Background: an optimization exercise with open tools, aiming at small area. Do not read the settings as production practice.
Function was checked by simulation only, so behaviour that the tests miss may differ from the original.
In every run shown here, the design's own scripts or RTL, not TritonCTS, make the clock network.
No driver is modelled on the clock port, so clock power and skew are understated where the tree is cut down; a real chip needs a root buffer or a tree.
Power and IR drop assume default switching activity.

<file path="flow/design.v">
`timescale 1ns / 1ps
module baudGenerator
#(
	parameter RX = 0
 )
(
	input wire clk_i, rst_i,
	input wire en_i,
	output wire tick_o,
	output wire tick2_o
);
localparam [9:0] W = 10'b0001011100;
localparam [9:0] E = 10'b0001011011;
reg[9:0] s;
wire hit = (s[8:0] == W[8:0]);
assign tick2_o = ({s[9:2], s[0]} == 9'b01011100_0);
wire[9:0] nxt = {s[8:0], s[9] ^ s[6] ^ hit};
generate
	if (RX) begin : g_rx
		always @ (posedge clk_i) begin
			if (en_i)
				s <= nxt;
			else
				s <= E;
		end
		assign tick_o = en_i & hit;
	end
	else begin : g_tx
		always @ (posedge clk_i or posedge rst_i) begin
			if (rst_i)
				s <= W;
			else
				s <= nxt;
		end
		assign tick_o = hit;
	end
endgenerate
endmodule
`timescale 1ns / 1ps
module fifo
(
	input wire clk_i, rst_i,
	input wire wr_i, rd_i,
	input wire[7:0] data_i,
	output reg full_o,
	output wire empty_o,
	output wire capture_o,
	output wire[7:0] cap_data_o
);
reg[2:0] d, q;
reg pending;
reg[7:0] ring[0:7];
assign empty_o = (d == 3'd0) & ~full_o;
wire wrOk = wr_i & ~full_o;
wire rdOk = rd_i & ~empty_o;
integer i;
always @ (posedge clk_i) begin
	ring[0] <= ring[7];
	ring[1] <= (q == 3'd0) ? data_i : ring[0];
	for (i = 2; i < 8; i = i + 1)
		ring[i] <= ring[i-1];
end
assign capture_o = pending & (q == ~d);
assign cap_data_o = ring[0];
always @ (posedge clk_i, posedge rst_i) begin
	if (rst_i) begin
		d <= 0;
		q <= 0;
		full_o <= 0;
		pending <= 0;
	end
	else begin
		d <= d + {2'b00, wrOk} - {2'b00, rdOk};
		q <= q + {2'b00, ~wrOk};
		if (wr_i & ~rd_i)
			full_o <= full_o | (d == 3'd6);
		else if (~wr_i & rd_i & ~empty_o)
			full_o <= 1'b0;
		if (rd_i)
			pending <= 1'b1;
		else if (capture_o)
			pending <= 1'b0;
	end
end
endmodule
`timescale 1ns / 1ps
module uartTX
(
	input wire clk_i, rst_i,
	input wire wr_i,
	input wire[7:0] data_i,
	output wire txDat_o, rdy_o
);
localparam [1:0] IDLE = 2'b00, SETUP_HOLD = 2'b01, START_SEND = 2'b11, DATA_SEND = 2'b10;
reg[1:0] state, nextState;
reg[9:0] sh;
wire baudTick;
wire full, empty;
wire capture;
wire[7:0] capData;
baudGenerator #(.RX(0)) baudGen (
	.clk_i  (clk_i),
	.rst_i  (rst_i),
	.en_i   (1'b1),
	.tick_o (baudTick),
	.tick2_o()
);
fifo FifoBuffer (
	.clk_i  (clk_i),
	.rst_i  (rst_i),
	.wr_i   (wr_i),
	.rd_i   (state == SETUP_HOLD),
	.data_i (data_i),
	.full_o (full),
	.empty_o(empty),
	.capture_o (capture),
	.cap_data_o(capData)
);
wire done = (sh == 10'd0);
wire sending = (state == DATA_SEND);
wire load = ((state == IDLE) | (sending & done)) & ~empty;
always @ (*) begin
	case (state)
		IDLE:       nextState = empty ? IDLE : SETUP_HOLD;
		SETUP_HOLD: nextState = START_SEND;
		START_SEND: nextState = baudTick ? DATA_SEND : START_SEND;
		default:    nextState = load ? SETUP_HOLD : DATA_SEND;
	endcase
end
always @ (posedge clk_i or posedge rst_i) begin
	if (rst_i)
		state <= IDLE;
	else
		state <= nextState;
end
always @ (posedge clk_i) begin
	if (load) begin
		sh[9] <= 1'b1;
		sh[0] <= 1'b0;
	end
	else if (sending & baudTick) begin
		sh[9] <= 1'b0;
		sh[0] <= sh[1];
	end
	if (capture)
		sh[8:1] <= capData;
	else if (sending & baudTick)
		sh[8:1] <= sh[9:2];
end
assign txDat_o = ~sending | done | sh[0];
assign rdy_o = ~full;
endmodule
`timescale 1ns / 1ps
module uartRX
(
	input wire clk_i, rst_i,
	input wire dat_i, txFull_i,
	output wire datEn_o,
	output reg[7:0] dat_o,
	output wire[1:0] status_o,
	output wire baudEn_o, empty_o, rx_o
);
localparam [1:0] IDLE = 2'b00, RECV = 2'b10, STOP_RECV = 2'b11, LOAD = 2'b01;
reg[1:0] state, nextState;
reg[3:0] count;
reg bit1, bit2;
reg nonEmpty, keepD;
wire baudTick, baud2;
wire baudEn = state[1];
assign status_o = {state[0], state[1] ^ state[0]};
wire done = ~count[3] & ~count[2] & ~count[0];
wire[3:0] nextCount = {count[2:0], ~(count[3] ^ count[2]) ^ (count[3] & count[0])};
wire keep = nonEmpty & txFull_i;
baudGenerator #(.RX(1)) baudGen (
	.clk_i  (clk_i),
	.rst_i  (rst_i),
	.en_i   (baudEn),
	.tick_o (baudTick),
	.tick2_o(baud2)
);
always @ (*) begin
	case (state)
		IDLE:      nextState = dat_i ? IDLE : RECV;
		RECV:      nextState = (done & dat_i) ? STOP_RECV : RECV;
		STOP_RECV: nextState = done ? STOP_RECV : LOAD;
		default:   nextState = IDLE;
	endcase
end
always @ (posedge clk_i or posedge rst_i) begin
	if (rst_i)
		state <= IDLE;
	else
		state <= nextState;
end
always @ (posedge clk_i) begin
	if (state == IDLE)
		count <= 4'd0;
	else if (baudTick)
		count <= nextCount;
end
wire shift2 = baudEn & baud2 & ~(count[0] & ~count[1] & ~count[3]);
always @ (posedge clk_i) begin
	bit1 <= dat_i;
	bit2 <= bit1;
	keepD <= keep;
end
always @ (posedge clk_i or posedge rst_i) begin
	if (rst_i) begin
		nonEmpty <= 1'b0;
		dat_o <= 8'hFF;
	end
	else begin
		nonEmpty <= (state == LOAD) | keep;
		if (shift2 & ~keepD)
			dat_o <= {bit2, dat_o[7:1]};
	end
end
assign datEn_o = nonEmpty;
assign baudEn_o = baudEn;
assign empty_o = ~nonEmpty;
assign rx_o = dat_i;
endmodule
`timescale 1ns / 1ps
module uart 
(
    input wire clk_i, rst_i,
    input wire rx_i,
    output wire tx_o,
    output wire[7:0] data_o,
    output wire[1:0] status_o, 
    output wire baudEn_o, empty_o, rx_o
);
wire rxRdy, txRdy;
uartTX tx (
    .clk_i  (clk_i),
    .rst_i  (rst_i),
    .wr_i   (rxRdy),
    .data_i (data_o),
    .txDat_o(tx_o),
    .rdy_o  (txRdy)
);
uartRX rx (
    .clk_i    (clk_i),
    .rst_i    (rst_i),
    .dat_i    (rx_i),
    .txFull_i (~txRdy),
    .datEn_o  (rxRdy),
    .dat_o    (data_o),
    .status_o (status_o),
    .baudEn_o (baudEn_o),
    .empty_o  (empty_o),
    .rx_o     (rx_o)
);
endmodule
</file>
<file path="flow/flow/run.sh">
#!/bin/bash
# Standard synthesis, then the standard layout (standard.sh) with two
# changes that only affect buffers, not the design's logic or registers:
#  - port buffers use sky130_fd_sc_hd__buf_1 (instead of the resizer's pick);
#  - the clock tree is built by hand (flow/mycts.tcl, run by ORFS's cts.tcl
#    before clock_tree_synthesis, which it then skips): the clock port drives
#    4 sky130_fd_sc_hd__clkbuf_16, each driving one cluster of flip-flops.
# Each step's output goes to its own log here; ORFS's per-step logs are under
# orfs/logs/.
set -uo pipefail
here=$(pwd)
bash standard.sh synth > synth.log 2>&1 || exit 1
bash standard.sh \
  'BUFFER_PORTS_ARGS=-buffer_cell sky130_fd_sc_hd__buf_1' \
  PRE_CTS_TCL=$here/flow/mycts.tcl CLK_LEAVES=4 CLK_LEAF_CELL=sky130_fd_sc_hd__clkbuf_16 \
  finish > layout.log 2>&1
</file>
<file path="flow/flow/mycts.tcl">
set nleaf $::env(CLK_LEAVES)
set leaf_cell $::env(CLK_LEAF_CELL)
set block [ord::get_db_block]
set pts {}
foreach pin [get_pins -of_objects [get_nets clk_i] -filter "direction==input"] {
  set bb [[[sta::sta_to_db_pin $pin] getInst] getBBox]
  set x [expr {([$bb xMin] + [$bb xMax]) / 2.0}]
  set y [expr {([$bb yMin] + [$bb yMax]) / 2.0}]
  lappend pts [list $pin $x $y]
}
set n [llength $pts]
puts "manual clock tree: $n sinks, $nleaf leaves of $leaf_cell"
# k-means, seeded by sorting on x+y
set sorted [lsort -real -index 1 $pts]
set centers {}
for {set k 0} {$k < $nleaf} {incr k} {
  set p [lindex $sorted [expr {int(($k + 0.5) * $n / $nleaf)}]]
  lappend centers [list [lindex $p 1] [lindex $p 2]]
}
for {set iter 0} {$iter < 50} {incr iter} {
  set groups {}
  for {set k 0} {$k < $nleaf} {incr k} { lappend groups {} }
  foreach p $pts {
    set best -1; set bd 1e30
    for {set k 0} {$k < $nleaf} {incr k} {
      set c [lindex $centers $k]
      set d [expr {abs([lindex $p 1] - [lindex $c 0]) + abs([lindex $p 2] - [lindex $c 1])}]
      if {$d < $bd} { set bd $d; set best $k }
    }
    lset groups $best [concat [lindex $groups $best] [list $p]]
  }
  set newc {}
  for {set k 0} {$k < $nleaf} {incr k} {
    set g [lindex $groups $k]
    if {[llength $g] == 0} { lappend newc [lindex $centers $k]; continue }
    set sx 0; set sy 0
    foreach p $g { set sx [expr {$sx + [lindex $p 1]}]; set sy [expr {$sy + [lindex $p 2]}] }
    lappend newc [list [expr {$sx / [llength $g]}] [expr {$sy / [llength $g]}]]
  }
  set centers $newc
}
set dbu [$block getDbUnitsPerMicron]
for {set k 0} {$k < $nleaf} {incr k} {
  set g [lindex $groups $k]
  if {[llength $g] == 0} continue
  set loads {}
  foreach p $g { lappend loads [lindex $p 0] }
  set c [lindex $centers $k]
  set loc [list [expr {[lindex $c 0] / $dbu}] [expr {[lindex $c 1] / $dbu}]]
  puts "leaf $k: [llength $g] sinks at $loc"
  set buf [insert_buffer -buffer_cell $leaf_cell -net clk_i -load_pins $loads \
    -location $loc -buffer_name clkleaf_$k -net_name clknet_leaf_$k]
  if {$buf eq "NULL"} { error "leaf buffer $k not inserted" }
  [[[sta::sta_to_db_inst $buf] findITerm X] getNet] setSigType CLOCK
}
set_propagated_clock [all_clocks]
rename clock_tree_synthesis {}
proc clock_tree_synthesis {args} { puts "clock tree built by hand; TritonCTS skipped" }
</file>
<file path="flow/standard.sh">
#!/bin/bash
# synth_recipe.tcl (not shown) runs the flow's synth.tcl, then flattens the netlist and writes it again
# the make line also repeats each setting of config.mk as NAME=value (left out here)
make -C /OpenROAD-flow-scripts/flow DESIGN_CONFIG=/design/flow/config.mk WORK_HOME=/design/flow/orfs CLKGATE_MAP_FILE= SYNTH_SCRIPT=/design/flow/synth_recipe.tcl "${@:-finish}"
</file>
<file path="flow/config.mk">
export PLATFORM = sky130hd
export DESIGN_NAME = uart
export DESIGN_NICKNAME = uart
export VERILOG_FILES = /design/flow/design.v
export SDC_FILE = /design/flow/constraint.sdc
export NUM_CORES = 4
export LEC_CHECK = 0
export CAP_MARGIN = 20
export CORE_MARGIN = 2
export CORE_UTILIZATION = 40
export SLEW_MARGIN = 20
</file>
<file path="flow/constraint.sdc">
create_clock -name core_clock -period 10.0 [get_ports {clk_i}]
set_input_delay 2.0000 -clock core_clock [delete_from_list [all_inputs] [get_ports {clk_i}]]
set_output_delay 2.0000 -clock core_clock [all_outputs]
set_load 0.01 [all_outputs]
</file>
==> results of run 1 <==
[power groups by stage]
stage          clock network, W  registers [W]  logic [W]
2_1_floorplan                 0       0.000583   0.000116
3_3_place_gp                  0       0.000597   0.000136
3_5_place_dp                  0       0.000597   0.000142
4_1_cts                0.000192       0.000588   0.000141
5_1_grt                0.000208       0.000594   0.000159
6_report               0.000188       0.000587   0.000138
[how the worst min path moves through the flow]
stage                                      from                          endpoint  slack (ps)
2_1_floorplan                   rx.bit1$_DFF_P_                   rx.bit2$_DFF_P_         310
3_3_place_gp   tx.FifoBuffer.ring[6][6]$_DFF_P_  tx.FifoBuffer.ring[7][6]$_DFF_P_         310
3_5_place_dp   tx.FifoBuffer.ring[7][5]$_DFF_P_  tx.FifoBuffer.ring[0][5]$_DFF_P_         310
4_1_cts        tx.FifoBuffer.ring[6][1]$_DFF_P_  tx.FifoBuffer.ring[7][1]$_DFF_P_         340
5_1_grt        tx.FifoBuffer.ring[6][0]$_DFF_P_  tx.FifoBuffer.ring[7][0]$_DFF_P_         340
6_report       tx.FifoBuffer.ring[1][7]$_DFF_P_  tx.FifoBuffer.ring[2][7]$_DFF_P_         340
[placed cells by master (no fill, tap or decap), types with 3 or more instances in the layout]
| master | instances |
|---|---|
| dfxtp_1 | 83 |
| nand2b_1 | 7 |
| nor4_1 | 3 |
| edfxtp_1 | 8 |
| nand4_1 | 3 |
| nand2_1 | 7 |
| clkbuf_16 | 4 |
| nor2_1 | 13 |
| dfrtp_1 | 19 |
| xor2_1 | 5 |
| xnor2_1 | 4 |
| nand3_1 | 4 |
| inv_1 | 12 |
| dfstp_2 | 12 |
| buf_1 | 16 |
| mux2_2 | 24 |
| ha_1 | 9 |
| mux2i_1 | 4 |
| and2_1 | 6 |
[cells in the mapped netlist (2+ instances only)]
library cell / n
or2_2: 2
nor4_1: 3
edfxtp_1: 8
nor2b_1: 2
ha_1: 9
nor2_1: 13
dfrtp_1: 19
nand3_1: 4
nand2b_1: 7
o21a_1: 2
mux2i_1: 4
nand4_1: 3
and2_1: 6
nand2_1: 7
dfxtp_1: 83
xnor2_1: 4
inv_1: 12
dfstp_2: 12
o21ai_0: 2
nand4_2: 2
mux2_2: 24
xor2_1: 5
[routing by layer]
layer	track usage	part of all wire
met5	0	0
met4	0.0116	0.014
met3	0.0132	0.029
met2	0.157	0.43
met1	0.150	0.52
[metrics by stage]
step	setup slack [ps]	hold WS [ps]	std cells	instance area, sq um	util
after global placement	5640	310	376	3900	0.428
after global routing	5610	344	380	4000	0.439
after floorplan	5880	310	250	3700	-
after detailed placement	5640	312	376	3900	0.428
final	5660	338	380	4000	0.439
after CTS	5640	339	380	4000	0.439
[state kept, by name, summed over array words and instances (netlist names)]
| signal | cells |
|---|---|
| tx.FifoBuffer.full_o | 1 |
| tx.state | 2 |
| rx.dat_o | 8 |
| tx.FifoBuffer.pending | 1 |
| tx.sh | 10 |
| tx.FifoBuffer.ring | 64 |
| rx.baudGen.s | 10 |
| tx.FifoBuffer.q | 3 |
| tx.FifoBuffer.d | 3 |
| rx.bit2 | 1 |
| rx.count | 4 |
| tx.baudGen.s | 10 |
| rx.bit1 | 1 |
| rx.state | 2 |
| rx.nonEmpty | 1 |
| rx.keepD | 1 |
[cells by family (layout without fill, tap and decap cells)]
logic type,Yosys count,count (layout),synth area share
compound gates,11,11,0.0206
simple gates,56,56,0.0960
fa+ha+maj,10,10,0.0358
xor+xnor,9,9,0.0213
mux,28,28,0.0838
flops,122,122,0.727
buf+inv,14,33,0.0152
[cell type report, without the clock buffers]
cell class / instances / area (sq um)
flip-flops and latches: 122 / 2690
inverters: 12 / 45.0
fillers: 859 / 5110
multi-input cells: 114 / 953
repair buffers: 17 / 67.6
well taps: 111 / 139
==> reports/results.tsv, run 1 <==
stage	metric	value	unit
outcome	status	complete, no violations	
logic_synthesis	Synth top area share	0.449	
worst_setup_path	R2R setup slack	7770	ps
worst_setup_path	WP data required	8000	ps
layout	Diodes inserted	0	
worst_setup_path	Setup Crit Path Kind	in2out	
layout	share of layout cells above drive strength 1	0.186	
pwr	Pwr Total	0.000913	W
place	RD Place Congestion	0.728	
drt	antenna viol nets, final	0	
timing	Setup Skew	29.4	ps
worst_setup_path	Worst Path Max Fanout	4	
drt	Avg WL per Cell	12.9	um
timing	Slew @ Worst Pin	717	ps
logic_synthesis	Mapped Area	3700	sq um
clock_tree	CTS resizes	0	
pwr	Static Leakage	1.65	nW
worst_setup_path	r2r worst-path depth	8	
hold_path	Hold Path Class	reg2reg	
worst_setup_path	RR Startpoint	tx.FifoBuffer.d[0]$_DFF_PP0_	
timing	Max Clk Rate	230	MHz
floorplanning	Top-Level Pins	17	
worst_setup_path	Setup crit start	rx_i	
clock_tree	Worst-Skew Late Latency	170	ps
global_routing	global-route wire length before repair	8420	um
drt	vias per cell	4.62	
drt	TritonRoute pass-1 iters	3	
timing	final setup TNS	0	ps
worst_setup_path	CP endpoint	rx_o	
worst_setup_path	crit-path max cell delay	180	ps
floorplanning	Total Die Area	10000	sq um
pwr	switching part of the total	0.258	
worst_setup_path	RR Endpoint	tx.FifoBuffer.d[2]$_DFF_PP0_	
drt	Post-route DRC	0	
drt	initial DRC count	38	
pwr	power share of the sequential group	0.643	
timing	final setup fails	0	
floorplanning	core area	9110	sq um
global_routing	vias in the first global route	1717	
floorplanning	Die Span X	100	um
worst_setup_path	Critical Path Stages	2	
floorplanning	Rows	35	
worst_setup_path	cell chain of the critical path	buf_1 > buf_1	
place	dpl hpwl	3340	um
logic_synthesis	Post-synth EDFFs	8	
pwr	Pwr Density	228	nW/um^2
worst_setup_path	CP max stage cell	buf_1	
timing	relative slew slack	0.519	
drt	via count	1757	
global_routing	GR Overflow Total	0	
logic_synthesis	Yosys cell types	39	
logic_synthesis	syn_area_per_cell	14.8	sq um
worst_setup_path	Largest delay share family, worst path	buffers and inverters	
logic_synthesis	cell count after synthesis	250	
job	maxcap violations	0	
logic_synthesis	synthesized net count	263	
timing	Hold Fails Final Rpt	0	
timing	period utilization	0.434	
timing	Final Max Slew Viols	0	
clock_tree	hold_buf cts	0	
pwr	P_sw	0.000235	W
pwr	logic gate share of total power	0.152	
global_routing	Total GRT Usage	0.0993	
floorplanning	Starting Density	0.406	
drt	final WL	4920	um
worst_setup_path	startpoint types	primary input	
timing	RSZ-0062 raised after global routing	false	
pwr	Worst IR Drop VDD	114	uV
worst_setup_path	Crit. End Element	primary output	
logic_synthesis	register area share after synthesis	0.727	
global_routing	largest net degree at the start of global routing	37	
worst_setup_path	most frequent CP cell	buf_1	
logic_synthesis	fraction of registers with async set/reset	0.254	
logic_synthesis	post-synth top area cell	dfxtp_1	
hold_path	Hold Path Depth	0	
worst_setup_path	Worst Path Buf+Inv	2	
pwr	clock network fraction of design power	0.206	
logic_synthesis	synth warn	6	
pwr	cell-internal power	0.000678	W
clock_tree	setup bufs post-CTS	0	
place	number of port buffers	16	
logic_synthesis	register bit total from synthesis	122	
floorplanning	Die H	100	um
worst_setup_path	Arr. time, crit path	2340	ps
timing	Final min period	4340	ps
global_routing	initial antenna violation count	0	
layout	Final #Nets	284	
layout	Layout area overhead	7.98	%
clock_tree	Reg clk slew, reported paths	110	ps
logic_synthesis	Synth area leaders	dfxtp_1 45%, dfrtp_1 13%, dfstp_2 8.5%	
logic_synthesis	Top FF cell, synth	dfxtp_1	
==> run 2, diff against run 1 <==
--- a/flow/design.v
+++ b/flow/design.v
@@ -162,12 +162,13 @@
 );
 localparam [1:0] IDLE = 2'b00, RECV = 2'b10, STOP_RECV = 2'b11, LOAD = 2'b01;
 reg[1:0] state, nextState;
+reg stat0;
 reg[3:0] count;
 reg bit1, bit2;
 reg nonEmpty, keepD;
 wire baudTick, baud2;
 wire baudEn = state[1];
-assign status_o = {state[0], state[1] ^ state[0]};
+assign status_o = {state[0], stat0};
 wire done = ~count[3] & ~count[2] & ~count[0];
 wire[3:0] nextCount = {count[2:0], ~(count[3] ^ count[2]) ^ (count[3] & count[0])};
 wire keep = nonEmpty & txFull_i;
@@ -187,10 +188,14 @@
 	endcase
 end
 always @ (posedge clk_i or posedge rst_i) begin
-	if (rst_i)
+	if (rst_i) begin
 		state <= IDLE;
-	else
+		stat0 <= 1'b0;
+	end
+	else begin
 		state <= nextState;
+		stat0 <= (nextState == RECV) | (nextState == LOAD);
+	end
 end
 always @ (posedge clk_i) begin
 	if (state == IDLE)
==> run 2 against run 1 <==
  * Still clean on timing, DRC and antenna
  * Global-route usage shrank 0.063 points
  * Register-to-register slack is essentially flat
  * Sequential power shrank 15%
  * Sequential share of layout area grew 1.1 points
  * Routed wire length shrank 4.3%
  * Setup slack lost 41 ps
  * Power shrank 25%
  * Worst hold slack lost 18 ps
  * Cell count shrank 1.3%
  * Flip-flop and latch count grew 1
  * Maximum frequency shrank 0.94%
  * Largest power group unchanged
  * Highest routed layer unchanged
==> reports/results.tsv, run 2 <==
stage	metric	value	unit
outcome	status	complete, no violations	
logic_synthesis	Post-synth top cells	83 x dfxtp_1, 24 x mux2_2, 20 x dfrtp_1	
drt	Avg WL per Cell	12.5	um
logic_synthesis	Yosys cell types	40	
worst_setup_path	Arr. time, crit path	2380	ps
drt	Post-route DRC	0	
layout	Finished Cell Area	3970	sq um
hold_path	Hold Path Class	reg2reg	
layout	commonest non-fill, non-tap cells in the layout	83 x dfxtp_1, 24 x mux2_2, 20 x dfrtp_1	
pwr	Worst IR Drop VDD	112	uV
worst_setup_path	Setup Crit Path Kind	in2out	
timing	Slew @ Worst Pin	757	ps
timing	final setup fails	0	
hold_path	hold endpoint	tx.FifoBuffer.ring[4][2]$_DFF_P_	
hold_path	HP Start	tx.FifoBuffer.ring[3][2]$_DFF_P_	
timing	WHS	320	ps
layout	Largest register FFs	64	
worst_setup_path	RR Endpoint	tx.FifoBuffer.d[2]$_DFF_PP0_	
place	RD Place Congestion	0.732	
floorplanning	core area	9060	sq um
worst_setup_path	Largest delay share family, worst path	buffers and inverters	
worst_setup_path	most frequent CP cell	buf_1	
layout	Layout area overhead	7.82	%
clock_tree	CTS resizes	0	
layout	Final #Nets	275	
logic_synthesis	register bit total from synthesis	123	
logic_synthesis	fraction of registers with async set/reset	0.260	
floorplanning	Starting Density	0.406	
timing	RSZ-0062 raised after global routing	false	
timing	Hold Fails Final Rpt	0	
floorplanning	Die Span X	99.9	um
pwr	Static Leakage	1.64	nW
clock_tree	hold_buf cts	0	
clock_tree	Worst-Skew Late Latency	190	ps
drt	initial DRC count	55	
logic_synthesis	Mapped Area	3680	sq um
global_routing	Total GRT Usage	0.0986	
worst_setup_path	Critical Path Stages	2	
logic_synthesis	cell count after synthesis	246	
worst_setup_path	R2R setup slack	7760	ps
worst_setup_path	Crit. End Element	primary output	
worst_setup_path	Worst Path Buf+Inv	2	
logic_synthesis	Synth area leaders	dfxtp_1 45%, dfrtp_1 14%, dfstp_2 8.6%	
drt	final WL	4710	um
global_routing	largest net degree at the start of global routing	38	
timing	period utilization	0.438	
layout	commonest non-fill, non-tap cell in the layout	dfxtp_1	
global_routing	initial antenna violation count	0	
layout	share of layout cells above drive strength 1	0.189	
logic_synthesis	post-synth top area cell	dfxtp_1	
place	placed cell area	3870	sq um
drt	TritonRoute pass-1 iters	4	
worst_setup_path	RR Startpoint	tx.FifoBuffer.full_o$_DFFE_PP0P_	
timing	Setup Skew	37.9	ps
pwr	Pwr Density	173	nW/um^2
floorplanning	Rows	35	
timing	setup ws final	5620	ps
place	number of port buffers	16	
floorplanning	Top-Level Pins	17	
place	dpl hpwl	3340	um
timing	relative slew slack	0.492	
worst_setup_path	crit-path max cell delay	200	ps
clock_tree	Reg clk slew, reported paths	100	ps
layout	Top reg by flops	tx.FifoBuffer.ring	
timing	Final min period	4380	ps
drt	via count	1714	
worst_setup_path	CP max stage cell	buf_1	
timing	Final Max Slew Viols	0	
layout	Diodes inserted	0	
timing	final setup TNS	0	ps
drt	antenna viol nets, final	0	
clock_tree	setup bufs post-CTS	0	
global_routing	GR Overflow Total	0	
worst_setup_path	Worst Path Max Fanout	5	
pwr	Pwr Total	0.000689	W
logic_synthesis	syn_area_per_cell	15.0	sq um
worst_setup_path	WP data required	8000	ps
logic_synthesis	Synth top area share	0.451	
worst_setup_path	startpoint types	primary input	
floorplanning	Total Die Area	9990	sq um
logic_synthesis	synth warn	6	
floorplanning	Die H	99.9	um
layout	number of fill cells in the layout	832	
worst_setup_path	cell chain of the critical path	buf_1 > buf_1	
logic_synthesis	Post-synth EDFFs	8	
logic_synthesis	synthesized net count	255	
logic_synthesis	Top FF cell, synth	dfxtp_1	
hold_path	Hold Path Depth	0	
global_routing	global-route wire length before repair	8360	um
job	maxcap violations	0	
logic_synthesis	count leader, synth	dfxtp_1	
place	pre-CTS setup slack	5610	ps
global_routing	vias in the first global route	1714	
timing	Max Clk Rate	228	MHz
drt	vias per cell	4.57	
logic_synthesis	register area share after synthesis	0.738	
worst_setup_path	r2r worst-path depth	8	
==> run 2: per-layer routing <==
metal  vias up  wire length, um  global-route usage
met3         5              112             0.00905
met1       843             2440               0.154
met5         -                0                   0
li1        859                -                   -
met4         0               51             0.00843
met2         7             2100               0.156
==> run 2: logic make-up after synthesis <==
group,after synthesis,synth area share
XOR/XNOR,9,0.0214
AO/OA/AOI/OAI,13,0.0238
adder cells (fa/ha/maj),6,0.0224
flip-flops,123,0.738
AND/OR/NAND/NOR,53,0.0921
buffers and inverters,13,0.0153
multiplexers,29,0.0870
==> run 2: worst max path at each step <==
stage                     start   end
after detailed placement   rx_i  rx_o
after CTS                  rx_i  rx_o
after global routing       rx_i  rx_o
after floorplan            rx_i  rx_o
final                      rx_i  rx_o
after global placement     rx_i  rx_o
==> run 2: report_power, final <==
group / switching (W) / leakage [nW] / internal, W
Combinational: 0.00000293 / 0.486 / 0.000000551
Sequential: 0.0000000790 / 1.11 / 0.000497
Clock: 0.000114 / 0.0493 / 0.0000742
==> run 2: metrics by stage <==
stage	util	instances
global route	0.438	375
global placement	0.427	371
finish	0.438	375
CTS	0.438	375
detailed placement	0.427	371
floorplan	-	246
==> run 2: area by class of cell, without the clock buffers <==
cell class	count	area, sq um	share of cell area
multi-input cells	110	908	0.229
inverters	10	37.5	0.00945
flip-flops and latches	123	2720	0.685
repair buffers	17	67.6	0.0170
well taps	111	139	0.0350
==> run 3, diff against run 2 <==
==> flow/flow/run.sh (replaced) <==
#!/bin/bash
# Standard synthesis, then the standard layout (standard.sh) with two
# changes that only affect buffers, not the design's logic or registers:
#  - port buffers use sky130_fd_sc_hd__buf_1 (instead of the resizer's pick);
#  - the clock tree is built by hand (flow/mycts.tcl, run by ORFS's cts.tcl
#    before clock_tree_synthesis, which it then skips): the clock port drives
#    4 sky130_fd_sc_hd__buf_12, each driving one cluster of about a quarter
#    of the flip-flops.
# Each step's output goes to its own log here; ORFS's per-step logs are under
# orfs/logs/.
set -uo pipefail
here=$(pwd)
bash standard.sh synth > synth.log 2>&1 || exit 1
bash standard.sh \
  'BUFFER_PORTS_ARGS=-buffer_cell sky130_fd_sc_hd__buf_1' \
  PRE_CTS_TCL=$here/flow/mycts.tcl CLK_LEAVES=4 CLK_LEAF_CELL=sky130_fd_sc_hd__buf_12 \
  finish > layout.log 2>&1
--- a/flow/flow/mycts.tcl
+++ b/flow/flow/mycts.tcl
@@ -17,17 +17,35 @@
   set p [lindex $sorted [expr {int(($k + 0.5) * $n / $nleaf)}]]
   lappend centers [list [lindex $p 1] [lindex $p 2]]
 }
+# balanced k-means: each cluster takes at most ceil(n / nleaf) sinks, assigned
+# greedily in order of distance to the cluster centres
+set cap [expr {($n + $nleaf - 1) / $nleaf}]
 for {set iter 0} {$iter < 50} {incr iter} {
+  set pairs {}
+  set i 0
+  foreach p $pts {
+    for {set k 0} {$k < $nleaf} {incr k} {
+      set c [lindex $centers $k]
+      lappend pairs [list [expr {abs([lindex $p 1] - [lindex $c 0]) + abs([lindex $p 2] - [lindex $c 1])}] $i $k]
+    }
+    incr i
+  }
+  set pairs [lsort -real -index 0 $pairs]
+  set owner [lrepeat $n -1]
+  set sizes [lrepeat $nleaf 0]
+  foreach pr $pairs {
+    lassign $pr d i k
+    if {[lindex $owner $i] >= 0 || [lindex $sizes $k] >= $cap} continue
+    lset owner $i $k
+    lset sizes $k [expr {[lindex $sizes $k] + 1}]
+  }
   set groups {}
   for {set k 0} {$k < $nleaf} {incr k} { lappend groups {} }
+  set i 0
   foreach p $pts {
-    set best -1; set bd 1e30
-    for {set k 0} {$k < $nleaf} {incr k} {
-      set c [lindex $centers $k]
-      set d [expr {abs([lindex $p 1] - [lindex $c 0]) + abs([lindex $p 2] - [lindex $c 1])}]
-      if {$d < $bd} { set bd $d; set best $k }
-    }
-    lset groups $best [concat [lindex $groups $best] [list $p]]
+    set k [lindex $owner $i]
+    lset groups $k [concat [lindex $groups $k] [list $p]]
+    incr i
   }
   set newc {}
   for {set k 0} {$k < $nleaf} {incr k} {
@@ -53,6 +71,17 @@
   if {$buf eq "NULL"} { error "leaf buffer $k not inserted" }
   [[[sta::sta_to_db_inst $buf] findITerm X] getNet] setSigType CLOCK
 }
+if {[info exists ::env(CLK_ROOT_CELL)] && $::env(CLK_ROOT_CELL) ne ""} {
+  # one root buffer between the clock port and the leaf buffers, at their centre
+  set loads [get_pins -of_objects [get_nets clk_i] -filter "direction==input"]
+  set sx 0; set sy 0
+  foreach c $centers { set sx [expr {$sx + [lindex $c 0]}]; set sy [expr {$sy + [lindex $c 1]}] }
+  set loc [list [expr {$sx / $nleaf / $dbu}] [expr {$sy / $nleaf / $dbu}]]
+  set buf [insert_buffer -buffer_cell $::env(CLK_ROOT_CELL) -net clk_i -load_pins $loads \
+    -location $loc -buffer_name clkroot -net_name clknet_root]
+  if {$buf eq "NULL"} { error "root buffer not inserted" }
+  [[[sta::sta_to_db_inst $buf] findITerm X] getNet] setSigType CLOCK
+}
 set_propagated_clock [all_clocks]
 rename clock_tree_synthesis {}
 proc clock_tree_synthesis {args} { puts "clock tree built by hand; TritonCTS skipped" }
==> run 3 against run 2 <==
  * Synthesized area did not move
  * Sequential share of layout area rose by 0.35 points
  * Synthesized cell count stayed put
  * Critical endpoint unchanged
==> reports/results.tsv, run 3 <==
stage	metric	value	unit
outcome	status	complete, no violations	
layout	Finished Cell Area	3950	sq um
drt	final WL	4810	um
hold_path	Hold Path Depth	0	
drt	vias per cell	4.58	
drt	via count	1719	
logic_synthesis	synth warn	6	
worst_setup_path	startpoint types	primary input	
layout	commonest non-fill, non-tap cells in the layout	83 x dfxtp_1, 24 x mux2_2, 20 x dfrtp_1	
floorplanning	Top-Level Pins	17	
logic_synthesis	Synth Area in Compound Gates	0.0238	
layout	Top reg by flops	tx.FifoBuffer.ring	
pwr	Pwr Density	173	nW/um^2
logic_synthesis	post-synth top area cell	dfxtp_1	
logic_synthesis	post-synthesis mux area share	0.0870	
global_routing	global-route wire length before repair	8490	um
clock_tree	Reg clk slew, reported paths	120	ps
timing	period utilization	0.437	
timing	final setup fails	0	
clock_tree	setup bufs post-CTS	0	
logic_synthesis	Post-synth EDFFs	8	
timing	Hold Fails Final Rpt	0	
pwr	Worst IR Drop VDD	98.0	uV
global_routing	vias in the first global route	1740	
place	dpl hpwl	3340	um
worst_setup_path	crit-path max cell delay	190	ps
logic_synthesis	cell count after synthesis	246	
worst_setup_path	Setup Crit Path Kind	in2out	
floorplanning	Die Span X	99.9	um
job	maxcap violations	0	
floorplanning	Total Die Area	9990	sq um
logic_synthesis	Simple-Gate Fraction of Synth Area	0.0921	
hold_path	HP Start	tx.FifoBuffer.ring[7][6]$_DFF_P_	
worst_setup_path	R2R setup slack	7760	ps
worst_setup_path	r2r worst-path depth	8	
timing	Setup Skew	15.6	ps
worst_setup_path	cell chain of the critical path	buf_1 > buf_1	
global_routing	GR Overflow Total	0	
layout	Diodes inserted	0	
floorplanning	Rows	35	
logic_synthesis	synthesized net count	255	
global_routing	largest net degree at the start of global routing	33	
drt	TritonRoute pass-1 iters	4	
worst_setup_path	CP max stage cell	buf_1	
worst_setup_path	Worst Path Max Fanout	5	
worst_setup_path	Arr. time, crit path	2370	ps
worst_setup_path	Worst Path Buf+Inv	2	
timing	Final Max Slew Viols	0	
worst_setup_path	Largest delay share family, worst path	buffers and inverters	
timing	final setup TNS	0	ps
timing	RSZ-0062 raised after global routing	false	
logic_synthesis	Yosys cell types	40	
layout	Final #Nets	275	
clock_tree	CTS resizes	0	
layout	Layout area overhead	7.27	%
logic_synthesis	Post-synth top cells	83 x dfxtp_1, 24 x mux2_2, 20 x dfrtp_1	
timing	Max Clk Rate	229	MHz
timing	setup ws final	5630	ps
floorplanning	Starting Density	0.406	
hold_path	hold endpoint	tx.FifoBuffer.ring[0][6]$_DFF_P_	
place	number of port buffers	16	
logic_synthesis	Synth top area share	0.451	
place	pre-CTS setup slack	5610	ps
logic_synthesis	largest family of logic cells by synthesized area	simple AND/OR/NAND/NOR gates	
drt	Avg WL per Cell	12.8	um
pwr	Static Leakage	1.63	nW
layout	share of layout cells above drive strength 1	0.189	
timing	Final min period	4370	ps
place	RD Place Congestion	0.732	
logic_synthesis	post-synthesis adder-cell area fraction	0.0224	
layout	commonest non-fill, non-tap cell in the layout	dfxtp_1	
worst_setup_path	WP data required	8000	ps
timing	relative slew slack	0.505	
worst_setup_path	most frequent CP cell	buf_1	
logic_synthesis	register bit total from synthesis	123	
logic_synthesis	count leader, synth	dfxtp_1	
pwr	Pwr Total	0.000683	W
logic_synthesis	Post-Synth XOR/XNOR Area	0.0214	
logic_synthesis	register area share after synthesis	0.738	
logic_synthesis	fraction of registers with async set/reset	0.260	
floorplanning	Die H	99.9	um
logic_synthesis	syn_area_per_cell	15.0	sq um
clock_tree	hold_buf cts	0	
global_routing	Total GRT Usage	0.101	
place	placed cell area	3870	sq um
logic_synthesis	Mapped Area	3680	sq um
logic_synthesis	Synth area leaders	dfxtp_1 45%, dfrtp_1 14%, dfstp_2 8.6%	
drt	initial DRC count	69	
worst_setup_path	RR Startpoint	tx.FifoBuffer.full_o$_DFFE_PP0P_	
clock_tree	Worst-Skew Late Latency	150	ps
global_routing	initial antenna violation count	0	
logic_synthesis	Top FF cell, synth	dfxtp_1	
floorplanning	core area	9060	sq um
worst_setup_path	RR Endpoint	tx.FifoBuffer.d[2]$_DFF_PP0_	
layout	Largest register FFs	64	
timing	Slew @ Worst Pin	739	ps
hold_path	Hold Path Class	reg2reg	
worst_setup_path	Crit. End Element	primary output	
drt	Post-route DRC	0	
drt	antenna viol nets, final	0	
## run 3: worst max path at each step
stage | start | end | slack [ps] | cells after the start
6_report | rx_i | rx_o | 5630 | 2
3_5_place_dp | rx_i | rx_o | 5610 | 2
5_1_grt | rx_i | rx_o | 5550 | 2
2_1_floorplan | rx_i | rx_o | 5880 | 1
3_3_place_gp | rx_i | rx_o | 5610 | 2
4_1_cts | rx_i | rx_o | 5600 | 2
## run 3: report_power, final
part / leakage [nW] / internal, W / total [W] / switching (W)
Combinational: 0.486 / 0.000000551 / 0.00000344 / 0.00000289
Clock: 0.0376 / 0.0000654 / 0.000183 / 0.000117
Sequential: 1.11 / 0.000496 / 0.000497 / 0.0000000775
## run 3: final cells by class, without the clock buffers
type	instances	area (sq um)
flip-flops and latches	123	2720
well taps	111	139
repair buffers	17	67.6
multi-input cells	110	908
inverters	10	37.5
fillers	830	5110
## run 3: kinds of logic (layout without fill, tap and decap cells)
group                      count (synthesis)  after routing
AOI/OAI and AO/OA                         13             13
xor gates and xnor gates                   9              9
adders and majority gates                  6              6
buffers and inverters                     13             31
DFF                                      123            123
muxes                                     29             29
and+or+nand+nor                           53             53
## run 3: stage by stage
step / hold slack (ps) / cells / util
finish: 324 / 375 / 0.436
global route: 334 / 375 / 0.436
CTS: 325 / 375 / 0.436
detailed placement: 312 / 371 / 0.427
global placement: 310 / 371 / 0.427
floorplan: 310 / 246 / -
## run 3: layer usage
| metal | track usage | part of all wire | up-vias |
|---|---|---|---|
| met5 | 0 | 0 | - |
| met4 | 0.00948 | 0.012 | 0 |
| met3 | 0.0104 | 0.027 | 6 |
| met2 | 0.162 | 0.45 | 7 |
| met1 | 0.155 | 0.51 | 848 |
| li1 | - | - | 858 |
==> run 4, diff against run 3 <==
--- a/flow/design.v
+++ b/flow/design.v
@@ -165,13 +165,13 @@
 reg stat0;
 reg[3:0] count;
 reg bit1, bit2;
-reg nonEmpty, keepD;
+reg empty;
 wire baudTick, baud2;
 wire baudEn = state[1];
 assign status_o = {state[0], stat0};
 wire done = ~count[3] & ~count[2] & ~count[0];
 wire[3:0] nextCount = {count[2:0], ~(count[3] ^ count[2]) ^ (count[3] & count[0])};
-wire keep = nonEmpty & txFull_i;
+wire keep = ~empty & txFull_i;
 baudGenerator #(.RX(1)) baudGen (
 	.clk_i  (clk_i),
 	.rst_i  (rst_i),
@@ -207,22 +207,21 @@
 always @ (posedge clk_i) begin
 	bit1 <= dat_i;
 	bit2 <= bit1;
-	keepD <= keep;
 end
 always @ (posedge clk_i or posedge rst_i) begin
 	if (rst_i) begin
-		nonEmpty <= 1'b0;
+		empty <= 1'b1;
 		dat_o <= 8'hFF;
 	end
 	else begin
-		nonEmpty <= (state == LOAD) | keep;
-		if (shift2 & ~keepD)
+		empty <= (state != LOAD) & ~keep;
+		if (shift2 & ~keep)
 			dat_o <= {bit2, dat_o[7:1]};
 	end
 end
-assign datEn_o = nonEmpty;
+assign datEn_o = ~empty;
 assign baudEn_o = baudEn;
-assign empty_o = ~nonEmpty;
+assign empty_o = empty;
 assign rx_o = dat_i;
 endmodule
 `timescale 1ns / 1ps
==> run 4 against run 3 <==
  * Still clean
  * Worst hold slack better by 11 ps
  * Cell area shrank 1.2%
  * Clock power decreased by 3%
  * Cell count fell by 1.3%
  * Global-route usage about the same
  * Power down 1.3%
  * Synthesized cell count fell by 0.41%
  * Critical path depth unchanged
  * Largest cell class unchanged
  * Largest power group unchanged
==> reports/results.tsv, run 4 <==
stage	metric	value	unit
outcome	status	complete, no violations	
place	dpl hpwl	3400	um
pwr	Pwr Density	173	nW/um^2
timing	Slew @ Worst Pin	711	ps
logic_synthesis	Synth area leaders	dfxtp_1 45%, dfrtp_1 13%, dfstp_2 9.4%	
timing	final setup fails	0	
drt	antenna viol nets, final	0	
worst_setup_path	RR Startpoint	tx.FifoBuffer.full_o$_DFFE_PP0P_	
place	number of port buffers	16	
drt	vias per cell	4.61	
logic_synthesis	syn_area_per_cell	14.9	sq um
job	maxcap violations	0	
hold_path	Hold Path Class	reg2reg	
drt	routed wl met2	2290	um
floorplanning	Top-Level Pins	17	
timing	RSZ-0062 raised after global routing	false	
drt	final WL	4800	um
floorplanning	Die Span X	99.4	um
worst_setup_path	r2r worst-path depth	8	
logic_synthesis	cell count after synthesis	245	
clock_tree	Worst-Skew Late Latency	150	ps
clock_tree	Reg clk slew, reported paths	110	ps
worst_setup_path	crit-path max cell delay	170	ps
layout	Layout area overhead	7.11	%
layout	Diodes inserted	0	
pwr	Worst IR Drop VDD	88.8	uV
worst_setup_path	Worst Path Buf+Inv	2	
timing	Hold Fails Final Rpt	0	
drt	via count	1705	
logic_synthesis	Post-synth EDFFs	8	
logic_synthesis	count leader, synth	dfxtp_1	
worst_setup_path	startpoint types	primary input	
worst_setup_path	Crit. End Element	primary output	
timing	relative slew slack	0.523	
floorplanning	Starting Density	0.416	
logic_synthesis	Mapped Area	3640	sq um
drt	routed wl met3	129	um
layout	Final #Nets	273	
layout	final core occ	0.445	
timing	Setup Skew	11.7	ps
logic_synthesis	fraction of registers with async set/reset	0.262	
global_routing	Total GRT Usage	0.100	
worst_setup_path	Setup crit start	rx_i	
drt	met1 WL	2340	um
logic_synthesis	register bit total from synthesis	122	
worst_setup_path	Setup Crit Path Kind	in2out	
logic_synthesis	Synth top area share	0.451	
logic_synthesis	register area share after synthesis	0.741	
worst_setup_path	CP max stage cell	buf_1	
layout	Top reg by flops	tx.FifoBuffer.ring	
worst_setup_path	CP endpoint	rx_o	
timing	period utilization	0.433	
drt	Post-route DRC	0	
place	RD Place Congestion	0.750	
logic_synthesis	synth warn	6	
layout	share of layout cells above drive strength 1	0.145	
floorplanning	Rows	34	
timing	Max Clk Rate	231	MHz
global_routing	initial antenna violation count	0	
timing	Final Max Slew Viols	0	
worst_setup_path	Arr. time, crit path	2330	ps
timing	final setup TNS	0	ps
pwr	Static Leakage	1.63	nW
logic_synthesis	Top FF cell, synth	dfxtp_1	
layout	Largest register FFs	64	
worst_setup_path	most frequent CP cell	buf_1	
global_routing	GR Overflow Total	0	
global_routing	vias in the first global route	1771	
global_routing	largest net degree at the start of global routing	33	
drt	Avg WL per Cell	13.0	um
worst_setup_path	Worst Path Max Fanout	5	
layout	commonest non-fill, non-tap cells in the layout	82 x dfxtp_1, 19 x dfrtp_1, 16 x mux2_2, 16 x buf_1, 13 x dfstp_2	
worst_setup_path	cell chain of the critical path	buf_1 > buf_1	
worst_setup_path	Critical Path Stages	2	
floorplanning	Total Die Area	9890	sq um
worst_setup_path	WP data required	8000	ps
worst_setup_path	RR Endpoint	tx.FifoBuffer.d[2]$_DFF_PP0_	
global_routing	global-route wire length before repair	8340	um
layout	number of fill cells in the layout	803	
floorplanning	Die H	99.4	um
floorplanning	core area	8760	sq um
clock_tree	hold_buf cts	0	
logic_synthesis	Yosys cell types	41	
drt	highest routed layer	met4	
logic_synthesis	synthesized net count	254	
clock_tree	CTS resizes	0	
worst_setup_path	R2R setup slack	7770	ps
drt	TritonRoute pass-1 iters	4	
drt	initial DRC count	47	
worst_setup_path	Largest delay share family, worst path	buffers and inverters	
layout	commonest non-fill, non-tap cell in the layout	dfxtp_1	
clock_tree	setup bufs post-CTS	0	
timing	WHS	334	ps
logic_synthesis	Post-synth top cells	82 x dfxtp_1, 19 x dfrtp_1, 16 x mux2_2	
timing	Final min period	4330	ps
logic_synthesis	post-synth top area cell	dfxtp_1	
==> run 4: worst min path at each step <==
stage	depth (start not counted)	to	slack, ps	from
2_1_floorplan	0	rx.bit2$_DFF_P_	310	rx.bit1$_DFF_P_
3_3_place_gp	0	tx.FifoBuffer.ring[0][6]$_DFF_P_	310	tx.FifoBuffer.ring[7][6]$_DFF_P_
3_5_place_dp	0	tx.FifoBuffer.ring[2][7]$_DFF_P_	310	tx.FifoBuffer.ring[1][7]$_DFF_P_
4_1_cts	0	tx.FifoBuffer.ring[7][7]$_DFF_P_	340	tx.FifoBuffer.ring[6][7]$_DFF_P_
5_1_grt	0	tx.FifoBuffer.ring[2][7]$_DFF_P_	340	tx.FifoBuffer.ring[1][7]$_DFF_P_
6_report	0	tx.FifoBuffer.ring[7][7]$_DFF_P_	330	tx.FifoBuffer.ring[6][7]$_DFF_P_
==> run 4: kinds of logic (layout without fill, tap and decap cells) <==
group / Yosys count / in the layout / share of synthesized area
multiplexers: 29 / 29 / 0.0879
adder cells (fa/ha/maj): 6 / 6 / 0.0227
flip-flops: 122 / 122 / 0.741
AO/OA/AOI/OAI: 13 / 13 / 0.0244
AND/OR/NAND/NOR: 52 / 52 / 0.0859
buffers and inverters: 14 / 31 / 0.0168
XOR/XNOR: 9 / 9 / 0.0216
==> run 4: power by group <==
group	switching [W]	internal (W)	leakage [nW]
sequential	0.000000104	0.000492	1.10
clock	0.000112	0.0000654	0.0376
combinational	0.00000291	0.000000552	0.499
==> run 4: per-stage QoR <==
step           power, W  instances  setup slack (ps)  instance area, sq um
3_5_place_dp   0.000507        366              5660                  3820
4_1_cts        0.000681        370              5660                  3900
2_1_floorplan  0.000506        245              5880                  3640
6_report       0.000674        370              5670                  3900
3_3_place_gp   0.000507        366              5680                  3820
5_1_grt        0.000700        370              5620                  3900
==> run 4: layout make-up, without the clock buffers <==
type / instances / area [sq um] / area share
Sequential cell: 122 / 2700 / 0.692
Tap cell: 108 / 135 / 0.0346
Inverter: 10 / 37.5 / 0.00962
Timing Repair Buffer: 17 / 67.6 / 0.0173
Multi-Input combinational cell: 109 / 883 / 0.226
==> run 4: layer usage <==
metal	GRT usage	up-vias
met4	0.00843	0
met1	0.145	839
met5	0	-
met2	0.170	7
li1	-	856
met3	0.0126	3
==> run 5, diff against run 4 <==
--- a/flow/design.v
+++ b/flow/design.v
@@ -67,7 +67,6 @@
 		d <= 0;
 		q <= 0;
 		full_o <= 0;
-		pending <= 0;
 	end
 	else begin
 		d <= d + {2'b00, wrOk} - {2'b00, rdOk};
@@ -76,11 +75,13 @@
 			full_o <= full_o | (d == 3'd6);
 		else if (~wr_i & rd_i & ~empty_o)
 			full_o <= 1'b0;
-		if (rd_i)
-			pending <= 1'b1;
-		else if (capture_o)
-			pending <= 1'b0;
-	end
+	end
+end
+always @ (posedge clk_i) begin
+	if (rd_i)
+		pending <= 1'b1;
+	else if (capture_o)
+		pending <= 1'b0;
 end
 endmodule
 `timescale 1ns / 1ps
@@ -164,7 +165,7 @@
 reg[1:0] state, nextState;
 reg stat0;
 reg[3:0] count;
-reg bit1, bit2;
+reg bitT;
 reg empty;
 wire baudTick, baud2;
 wire baudEn = state[1];
@@ -205,8 +206,8 @@
 end
 wire shift2 = baudEn & baud2 & ~(count[0] & ~count[1] & ~count[3]);
 always @ (posedge clk_i) begin
-	bit1 <= dat_i;
-	bit2 <= bit1;
+	if (baudTick)
+		bitT <= dat_i;
 end
 always @ (posedge clk_i or posedge rst_i) begin
 	if (rst_i) begin
@@ -216,7 +217,7 @@
 	else begin
 		empty <= (state != LOAD) & ~keep;
 		if (shift2 & ~keep)
-			dat_o <= {bit2, dat_o[7:1]};
+			dat_o <= {bitT, dat_o[7:1]};
 	end
 end
 assign datEn_o = ~empty;
==> run 5 against run 4 <==
  * Still clean on timing, DRC and antenna
  * Register-to-register slack gained 20 ps
  * Clock skew rose by 1.1 ps
  * Global-route usage decreased by 0.15 points
  * Sequential share of layout area shrank 0.14 points
  * Routed wire length shrank 2.6%
  * Die area down 0.49%
  * Via count decreased by 2.3%
  * Critical endpoint unchanged
  * Synthesized cell count decreased by 0.82%
  * Utilization is 0.16 points lower
  * Sequential power down 0.8%
  * Worst hold slack worse by 5.4 ps
==> reports/results.tsv, run 5 <==
stage	metric	value	unit
layout	Final #Nets	272	
layout	commonest non-fill, non-tap cells in the layout	81 x dfxtp_1, 24 x mux2_2, 18 x dfrtp_1	
timing	Max Clk Rate	229	MHz
place	RD Place Congestion	0.753	
layout	share of layout cells above drive strength 1	0.188	
layout	Top reg by flops	tx.FifoBuffer.ring	
timing	WHS	329	ps
logic_synthesis	post-synthesis adder-cell area fraction	0.0228	
worst_setup_path	Setup Crit Path Kind	in2out	
drt	Avg WL per Cell	12.7	um
worst_setup_path	Worst Path Buf+Inv	2	
clock_tree	setup bufs post-CTS	0	
worst_setup_path	Critical Path Stages	2	
global_routing	largest net degree at the start of global routing	32	
layout	Largest register FFs	64	
timing	RSZ-0062 raised after global routing	false	
timing	Slew @ Worst Pin	753	ps
logic_synthesis	Synth area leaders	dfxtp_1 45%, dfrtp_1 12%, dfstp_2 9.4%	
worst_setup_path	startpoint types	primary input	
logic_synthesis	Synth Area in Compound Gates	0.0283	
drt	Post-route DRC	0	
timing	period utilization	0.436	
job	maxcap violations	0	
floorplanning	Top-Level Pins	17	
worst_setup_path	R2R setup slack	7790	ps
timing	Setup Skew	12.8	ps
worst_setup_path	Setup crit start	rx_i	
worst_setup_path	WP data required	8000	ps
logic_synthesis	syn_area_per_cell	14.9	sq um
logic_synthesis	Post-synth EDFFs	9	
logic_synthesis	synth warn	6	
global_routing	Total GRT Usage	0.0990	
outcome	status	complete, no violations	
worst_setup_path	Crit. End Element	primary output	
drt	initial DRC count	57	
floorplanning	Rows	34	
floorplanning	Die H	99.2	um
worst_setup_path	CP endpoint	rx_o	
logic_synthesis	largest family of logic cells by synthesized area	multiplexers	
clock_tree	hold_buf cts	0	
place	number of port buffers	16	
timing	final setup fails	0	
worst_setup_path	Largest delay share family, worst path	buffers and inverters	
drt	via count	1665	
logic_synthesis	Synth top area share	0.447	
global_routing	GR Overflow Total	0	
worst_setup_path	cell chain of the critical path	buf_1 > buf_1	
drt	TritonRoute pass-1 iters	4	
logic_synthesis	post-synth top area cell	dfxtp_1	
floorplanning	Die Span X	99.2	um
logic_synthesis	register area share after synthesis	0.740	
global_routing	initial antenna violation count	0	
drt	final WL	4680	um
worst_setup_path	CP max stage cell	buf_1	
logic_synthesis	cell count after synthesis	243	
floorplanning	Starting Density	0.414	
layout	final core occ	0.444	
worst_setup_path	crit-path max cell delay	190	ps
logic_synthesis	post-synthesis mux area share	0.0856	
drt	vias per cell	4.51	
clock_tree	Reg clk slew, reported paths	110	ps
logic_synthesis	Top FF cell, synth	dfxtp_1	
logic_synthesis	Post-synth top cells	81 x dfxtp_1, 24 x mux2_2, 18 x dfrtp_1	
floorplanning	core area	8760	sq um
logic_synthesis	Mapped Area	3620	sq um
pwr	Pwr Total	0.000670	W
global_routing	vias in the first global route	1679	
logic_synthesis	Simple-Gate Fraction of Synth Area	0.0846	
logic_synthesis	count leader, synth	dfxtp_1	
pwr	Static Leakage	1.59	nW
logic_synthesis	Yosys cell types	42	
drt	antenna viol nets, final	0	
timing	final setup TNS	0	ps
hold_path	Hold Path Class	reg2reg	
timing	Hold Fails Final Rpt	0	
pwr	Pwr Density	172	nW/um^2
logic_synthesis	fraction of registers with async set/reset	0.256	
logic_synthesis	register bit total from synthesis	121	
timing	Final Max Slew Viols	0	
worst_setup_path	Worst Path Max Fanout	5	
worst_setup_path	Arr. time, crit path	2360	ps
layout	Diodes inserted	0	
layout	commonest non-fill, non-tap cell in the layout	dfxtp_1	
timing	relative slew slack	0.495	
global_routing	global-route wire length before repair	8220	um
worst_setup_path	RR Startpoint	tx.FifoBuffer.full_o$_DFFE_PP0P_	
clock_tree	CTS resizes	0	
clock_tree	Worst-Skew Late Latency	140	ps
worst_setup_path	most frequent CP cell	buf_1	
logic_synthesis	Post-Synth XOR/XNOR Area	0.0217	
timing	Final min period	4360	ps
worst_setup_path	RR Endpoint	tx.FifoBuffer.d[2]$_DFF_PP0_	
logic_synthesis	synthesized net count	252	
layout	Layout area overhead	7.28	%
place	dpl hpwl	3240	um
worst_setup_path	r2r worst-path depth	8	
pwr	Worst IR Drop VDD	98.6	uV
floorplanning	Total Die Area	9840	sq um
[run 5: layer usage]
| metal | track usage | part of all wire | up-vias |
|---|---|---|---|
| met3 | 0.0112 | 0.028 | 6 |
| met5 | 0 | 0 | - |
| li1 | - | - | 852 |
| met2 | 0.160 | 0.45 | 9 |
| met4 | 0.0137 | 0.019 | 0 |
| met1 | 0.148 | 0.51 | 798 |
[run 5: cells by family after synthesis]
logic type,Yosys count
simple gates,49
compound gates,16
mux,28
buf+inv,14
xor+xnor,9
fa+ha+maj,6
flops,121
[run 5: metrics by stage]
step                std cells  instance area (sq um)  setup WS, ps
CTS                       369                   3890          5630
detailed placement        365                   3810          5640
global placement          365                   3810          5640
floorplan                 243                   3620          5880
finish                    369                   3890          5640
global route              369                   3890          5600
[run 5: worst min path at each step]
stage | from | end | slack [ps] | cells after the start
floorplan | tx.FifoBuffer.ring[7][0]$_DFF_P_ | tx.FifoBuffer.ring[0][0]$_DFF_P_ | 310 | 0
global route | tx.FifoBuffer.ring[7][3]$_DFF_P_ | tx.FifoBuffer.ring[0][3]$_DFF_P_ | 340 | 0
global placement | tx.FifoBuffer.ring[2][2]$_DFF_P_ | tx.FifoBuffer.ring[3][2]$_DFF_P_ | 310 | 0
detailed placement | tx.FifoBuffer.ring[3][5]$_DFF_P_ | tx.FifoBuffer.ring[4][5]$_DFF_P_ | 310 | 0
finish | tx.FifoBuffer.ring[7][3]$_DFF_P_ | tx.FifoBuffer.ring[0][3]$_DFF_P_ | 330 | 0
CTS | tx.FifoBuffer.ring[7][3]$_DFF_P_ | tx.FifoBuffer.ring[0][3]$_DFF_P_ | 330 | 0
[run 5: where the power goes]
group | switching (W) | internal, W
Combinational | 0.00000284 | 0.000000548
Clock | 0.000113 | 0.0000654
Sequential | 0.0000000000000000000933 | 0.000489
Total | 0.000116 | 0.000555
[run 5: area by class of cell, without the clock buffers]
type | instances | area [sq um]
sequential | 121 | 2680
multi-input combinational | 108 | 881
fill | 798 | 4870
inverter | 11 | 41.3
tap | 108 | 135
timing repair buffer | 17 | 67.6
==> run 6, diff against run 5 <==
--- a/flow/design.v
+++ b/flow/design.v
@@ -40,33 +40,37 @@
 module fifo
 (
 	input wire clk_i, rst_i,
-	input wire wr_i, rd_i,
+	input wire wr_i, rd_i, hold_i,
 	input wire[7:0] data_i,
 	output reg full_o,
 	output wire empty_o,
-	output wire capture_o,
-	output wire[7:0] cap_data_o
+	output wire sendFull_o,
+	output wire fetch_o,
+	output wire[7:0] fetch_data_o
 );
 reg[2:0] d, q;
-reg pending;
+reg lastPend;
 reg[7:0] ring[0:7];
 assign empty_o = (d == 3'd0) & ~full_o;
+assign sendFull_o = (d == 3'd7);
 wire wrOk = wr_i & ~full_o;
 wire rdOk = rd_i & ~empty_o;
+wire inject = ((q == 3'd0) & ~hold_i) | ((q == 3'd7) & lastPend);
 integer i;
 always @ (posedge clk_i) begin
 	ring[0] <= ring[7];
-	ring[1] <= (q == 3'd0) ? data_i : ring[0];
+	ring[1] <= inject ? data_i : ring[0];
 	for (i = 2; i < 8; i = i + 1)
 		ring[i] <= ring[i-1];
 end
-assign capture_o = pending & (q == ~d);
-assign cap_data_o = ring[0];
+assign fetch_o = (q == ~d);
+assign fetch_data_o = ring[0];
 always @ (posedge clk_i, posedge rst_i) begin
 	if (rst_i) begin
 		d <= 0;
 		q <= 0;
 		full_o <= 0;
+		lastPend <= 0;
 	end
 	else begin
 		d <= d + {2'b00, wrOk} - {2'b00, rdOk};
@@ -75,13 +79,11 @@
 			full_o <= full_o | (d == 3'd6);
 		else if (~wr_i & rd_i & ~empty_o)
 			full_o <= 1'b0;
-	end
-end
-always @ (posedge clk_i) begin
-	if (rd_i)
-		pending <= 1'b1;
-	else if (capture_o)
-		pending <= 1'b0;
+		if (wrOk)
+			lastPend <= 1'b1;
+		else if (q == 3'd7)
+			lastPend <= 1'b0;
+	end
 end
 endmodule
 `timescale 1ns / 1ps
@@ -94,11 +96,15 @@
 );
 localparam [1:0] IDLE = 2'b00, SETUP_HOLD = 2'b01, START_SEND = 2'b11, DATA_SEND = 2'b10;
 reg[1:0] state, nextState;
-reg[9:0] sh;
+reg[3:0] pos;
+reg txBit, nextBit;
 wire baudTick;
-wire full, empty;
-wire capture;
-wire[7:0] capData;
+wire full, empty, sendFull;
+wire fetch;
+wire[7:0] fetchData;
+wire done = (pos == 4'd10);
+wire sending = (state == DATA_SEND);
+wire busy = (state == START_SEND) | (sending & ~done);
 baudGenerator #(.RX(0)) baudGen (
 	.clk_i  (clk_i),
 	.rst_i  (rst_i),
@@ -111,14 +117,14 @@
 	.rst_i  (rst_i),
 	.wr_i   (wr_i),
 	.rd_i   (state == SETUP_HOLD),
+	.hold_i (busy & sendFull),
 	.data_i (data_i),
 	.full_o (full),
 	.empty_o(empty),
-	.capture_o (capture),
-	.cap_data_o(capData)
-);
-wire done = (sh == 10'd0);
-wire sending = (state == DATA_SEND);
+	.sendFull_o(sendFull),
+	.fetch_o(fetch),
+	.fetch_data_o(fetchData)
+);
 wire load = ((state == IDLE) | (sending & done)) & ~empty;
 always @ (*) begin
 	case (state)
@@ -135,20 +141,20 @@
 		state <= nextState;
 end
 always @ (posedge clk_i) begin
-	if (load) begin
-		sh[9] <= 1'b1;
-		sh[0] <= 1'b0;
-	end
-	else if (sending & baudTick) begin
-		sh[9] <= 1'b0;
-		sh[0] <= sh[1];
-	end
-	if (capture)
-		sh[8:1] <= capData;
-	else if (sending & baudTick)
-		sh[8:1] <= sh[9:2];
-end
-assign txDat_o = ~sending | done | sh[0];
+	if (sending & fetch)
+		nextBit <= fetchData[pos[2:0]];
+	if (state == START_SEND) begin
+		if (baudTick) begin
+			pos <= 4'd0;
+			txBit <= 1'b0;
+		end
+	end
+	else if (sending & baudTick & ~done) begin
+		pos <= pos + 1'b1;
+		txBit <= pos[3] | nextBit;
+	end
+end
+assign txDat_o = ~sending | done | txBit;
 assign rdy_o = ~full;
 endmodule
 `timescale 1ns / 1ps
==> run 6 against run 5 <==
  * Register-to-register slack got worse by 60 ps
  * Clock power barely moved
  * Highest routed layer unchanged
  * Sequential power fell by 3%
  * Sequential share of layout area fell by 1.4 points
  * First-iteration DRC count fell by 18%
==> reports/results.tsv, run 6 <==
stage	metric	value	unit
clock_tree	setup bufs post-CTS	0	
logic_synthesis	Synth area leaders	dfxtp_1 44%, dfrtp_1 13%, dfstp_2 9.6%	
worst_setup_path	Crit. End Element	primary output	
pwr	Static Leakage	1.62	nW
worst_setup_path	WP data required	8000	ps
timing	period utilization	0.433	
layout	Final #Nets	275	
global_routing	vias in the first global route	1669	
timing	relative slew slack	0.351	
place	Cells after DPL	366	
logic_synthesis	cell count after synthesis	247	
worst_setup_path	Worst Path Buf+Inv	2	
logic_synthesis	largest family of logic cells by synthesized area	simple AND/OR/NAND/NOR gates	
logic_synthesis	Synth top area share	0.437	
drt	TritonRoute pass-1 iters	4	
logic_synthesis	post-synthesis adder-cell area fraction	0.0301	
pwr	Pwr Total	0.000651	W
pwr	Pwr Density	170	nW/um^2
layout	Reg area	2590	sq um
place	dpl hpwl	3350	um
logic_synthesis	Post-synth top cells	78 x dfxtp_1, 19 x dfrtp_1, 17 x mux2_2	
worst_setup_path	most frequent CP cell	buf_1	
outcome	status	complete, no violations	
layout	Top reg by flops	tx.FifoBuffer.ring	
logic_synthesis	synth warn	6	
job	maxcap violations	0	
logic_synthesis	Simple-Gate Fraction of Synth Area	0.0899	
layout	commonest non-fill, non-tap cells in the layout	78 x dfxtp_1, 19 x dfrtp_1, 17 x mux2_2	
floorplanning	Starting Density	0.412	
timing	Setup Skew	11.6	ps
layout	share of layout cells above drive strength 1	0.160	
clock_tree	Worst-Skew Late Latency	150	ps
global_routing	GR Overflow Total	0	
floorplanning	Total Die Area	9710	sq um
worst_setup_path	cell chain of the critical path	buf_1 > buf_1	
timing	Final Max Slew Viols	0	
clock_tree	CTS resizes	0	
drt	initial DRC count	47	
timing	final setup TNS	0	ps
drt	vias per cell	4.61	
timing	setup ws final	5670	ps
timing	Final min period	4330	ps
global_routing	Total GRT Usage	0.101	
timing	Max Clk Rate	231	MHz
clock_tree	hold_buf cts	0	
logic_synthesis	Post-Synth XOR/XNOR Area	0.0269	
layout	Post-Layout Cell Count	370	
drt	final WL	4900	um
global_routing	initial antenna violation count	0	
floorplanning	Top-Level Pins	17	
floorplanning	Die H	98.6	um
drt	Post-route DRC	0	
worst_setup_path	Setup Crit Path Kind	in2out	
logic_synthesis	register bit total from synthesis	117	
floorplanning	Rows	34	
timing	Slew @ Worst Pin	973	ps
hold_path	Hold Path Class	reg2reg	
global_routing	largest net degree at the start of global routing	33	
place	pre-CTS setup slack	5670	ps
worst_setup_path	crit-path max cell delay	170	ps
logic_synthesis	fraction of registers with async set/reset	0.274	
logic_synthesis	Top FF cell, synth	dfxtp_1	
timing	Hold Fails Final Rpt	0	
logic_synthesis	Synth Area in Compound Gates	0.0332	
logic_synthesis	register area share after synthesis	0.724	
drt	Avg WL per Cell	13.2	um
floorplanning	Die Span X	98.6	um
logic_synthesis	post-synthesis mux area share	0.0745	
worst_setup_path	Arr. time, crit path	2330	ps
layout	Finished Cell Area	3830	sq um
logic_synthesis	Yosys cell types	46	
logic_synthesis	syn_area_per_cell	14.5	sq um
clock_tree	Reg clk slew, reported paths	110	ps
layout	Largest register FFs	64	
global_routing	global-route wire length before repair	8280	um
place	number of port buffers	16	
logic_synthesis	count leader, synth	dfxtp_1	
logic_synthesis	post-synth top area cell	dfxtp_1	
drt	via count	1705	
place	RD Place Congestion	0.707	
logic_synthesis	synthesized net count	258	
worst_setup_path	Worst Path Max Fanout	5	
place	placed cell area	3750	sq um
layout	number of fill cells in the layout	805	
logic_synthesis	Post-synth EDFFs	7	
worst_setup_path	Largest delay share family, worst path	buffers and inverters	
layout	Layout area overhead	7.03	%
layout	Diodes inserted	0	
pwr	Worst IR Drop VDD	123	uV
worst_setup_path	CP max stage cell	buf_1	
drt	antenna viol nets, final	0	
worst_setup_path	startpoint types	primary input	
timing	final setup fails	0	
layout	registers with the most flip-flops	tx.FifoBuffer.ring: 64 flops, rx.baudGen.s: 10 flops, tx.baudGen.s: 10 flops	
layout	commonest non-fill, non-tap cell in the layout	dfxtp_1	
floorplanning	core area	8680	sq um
layout	Multi-input gate area	911	sq um
timing	RSZ-0062 raised after global routing	false	
logic_synthesis	Mapped Area	3580	sq um
[run 6: cell types whose count changed after synthesis, sizes merged, moves of 3 or more]
cell	before	now
mux2	24	17
a21oi	4	9
dfxtp	81	78
nand4	3	0
nand4b	0	3
or2b	0	3
xnor2	4	7
[run 6: final cells by class, without the clock buffers]
type	instances	share of cell area
timing repair buffer	17	0.0177
tap	108	0.0353
inverter	12	0.0118
multi-input combinational	112	0.238
sequential	117	0.676
[run 6: logic make-up after synthesis]
kind of cell	after synthesis
fa+ha+maj	8
compound gates	20
flops	117
mux	22
simple gates	51
buf+inv	18
xor+xnor	11
[run 6: per-stage QoR]
stage | util | hold WS, ps
6_report | 0.441 | 324
5_1_grt | 0.441 | 331
4_1_cts | 0.441 | 323
3_5_place_dp | 0.432 | 312
3_3_place_gp | 0.432 | 310
2_1_floorplan | - | 310
[run 6: metal layers]
layer  track usage  up-vias  share of wire
li1              -      861              -
met1         0.157      830           0.53
met2         0.162        9           0.44
met3       0.00922        5          0.020
met4        0.0105        0          0.014
met5             0        -              0
[run 6: where the power goes]
| part | total (W) | switching (W) | leakage, nW | internal [W] |
|---|---|---|---|---|
| Combinational | 0.00000348 | 0.00000293 | 0.498 | 0.000000548 |
| Sequential | 0.000472 | 0 | 1.08 | 0.000472 |
| Clock | 0.000176 | 0.000110 | 0.0376 | 0.0000653 |
[run 6: worst paths after layout]
check	start	to	depth (start not counted)	slack, ps
max	rx_i	rx_o	2	5670
min	tx.FifoBuffer.ring[3][4]$_DFF_P_	tx.FifoBuffer.ring[4][4]$_DFF_P_	0	320
max reg2reg	tx.FifoBuffer.d[1]$_DFF_PP0_	tx.FifoBuffer.d[2]$_DFF_PP0_	9	7730
min reg2reg	tx.FifoBuffer.ring[3][4]$_DFF_P_	tx.FifoBuffer.ring[4][4]$_DFF_P_	0	320
max in group asynchronous	rst_i	rx.dat_o[4]$_DFFE_PP1P_	3	7770
min in group asynchronous	rst_i	tx.FifoBuffer.d[0]$_DFF_PP0_	3	1890

==> port drivers added, routing unchanged <==
Ports are ideal in the flow. The routed layouts listed here were re-timed in OpenROAD.
Step 1, drivers: a clkbuf_16 drives clk_i and a buf_2 each remaining input, both assumed.
Step 2, shift: input delay + t, output delay - t, t = (earliest + latest rising clock arrival at the registers) / 2. This alone moves slack from input paths to output paths.
a / b / c = ideal / step 1 / step 2; a / b = the first two.
run | t, ns | setup slack, ns | hold slack, ns
run 1 | 0.234 | 5.659 / 5.631 / 5.631 | 0.338 / 0.338 / 0.338
run 2 | 0.237 | 5.618 / 5.594 / 5.594 | 0.320 / 0.320 / 0.320
run 3 | 0.222 | 5.632 / 5.608 / 5.608 | 0.324 / 0.323 / 0.323
run 4 | 0.220 | 5.671 / 5.649 / 5.649 | 0.334 / 0.334 / 0.334
run 5 | 0.220 | 5.635 / 5.586 / 5.586 | 0.329 / 0.329 / 0.329
run 6 | 0.222 | 5.668 / 5.647 / 5.647 | 0.324 / 0.324 / 0.324
After both steps every run listed still meets setup and hold. For run 5, which loses most, drivers alone change the setup slack by -0.049 ns; drivers and shift together by -0.049 ns.
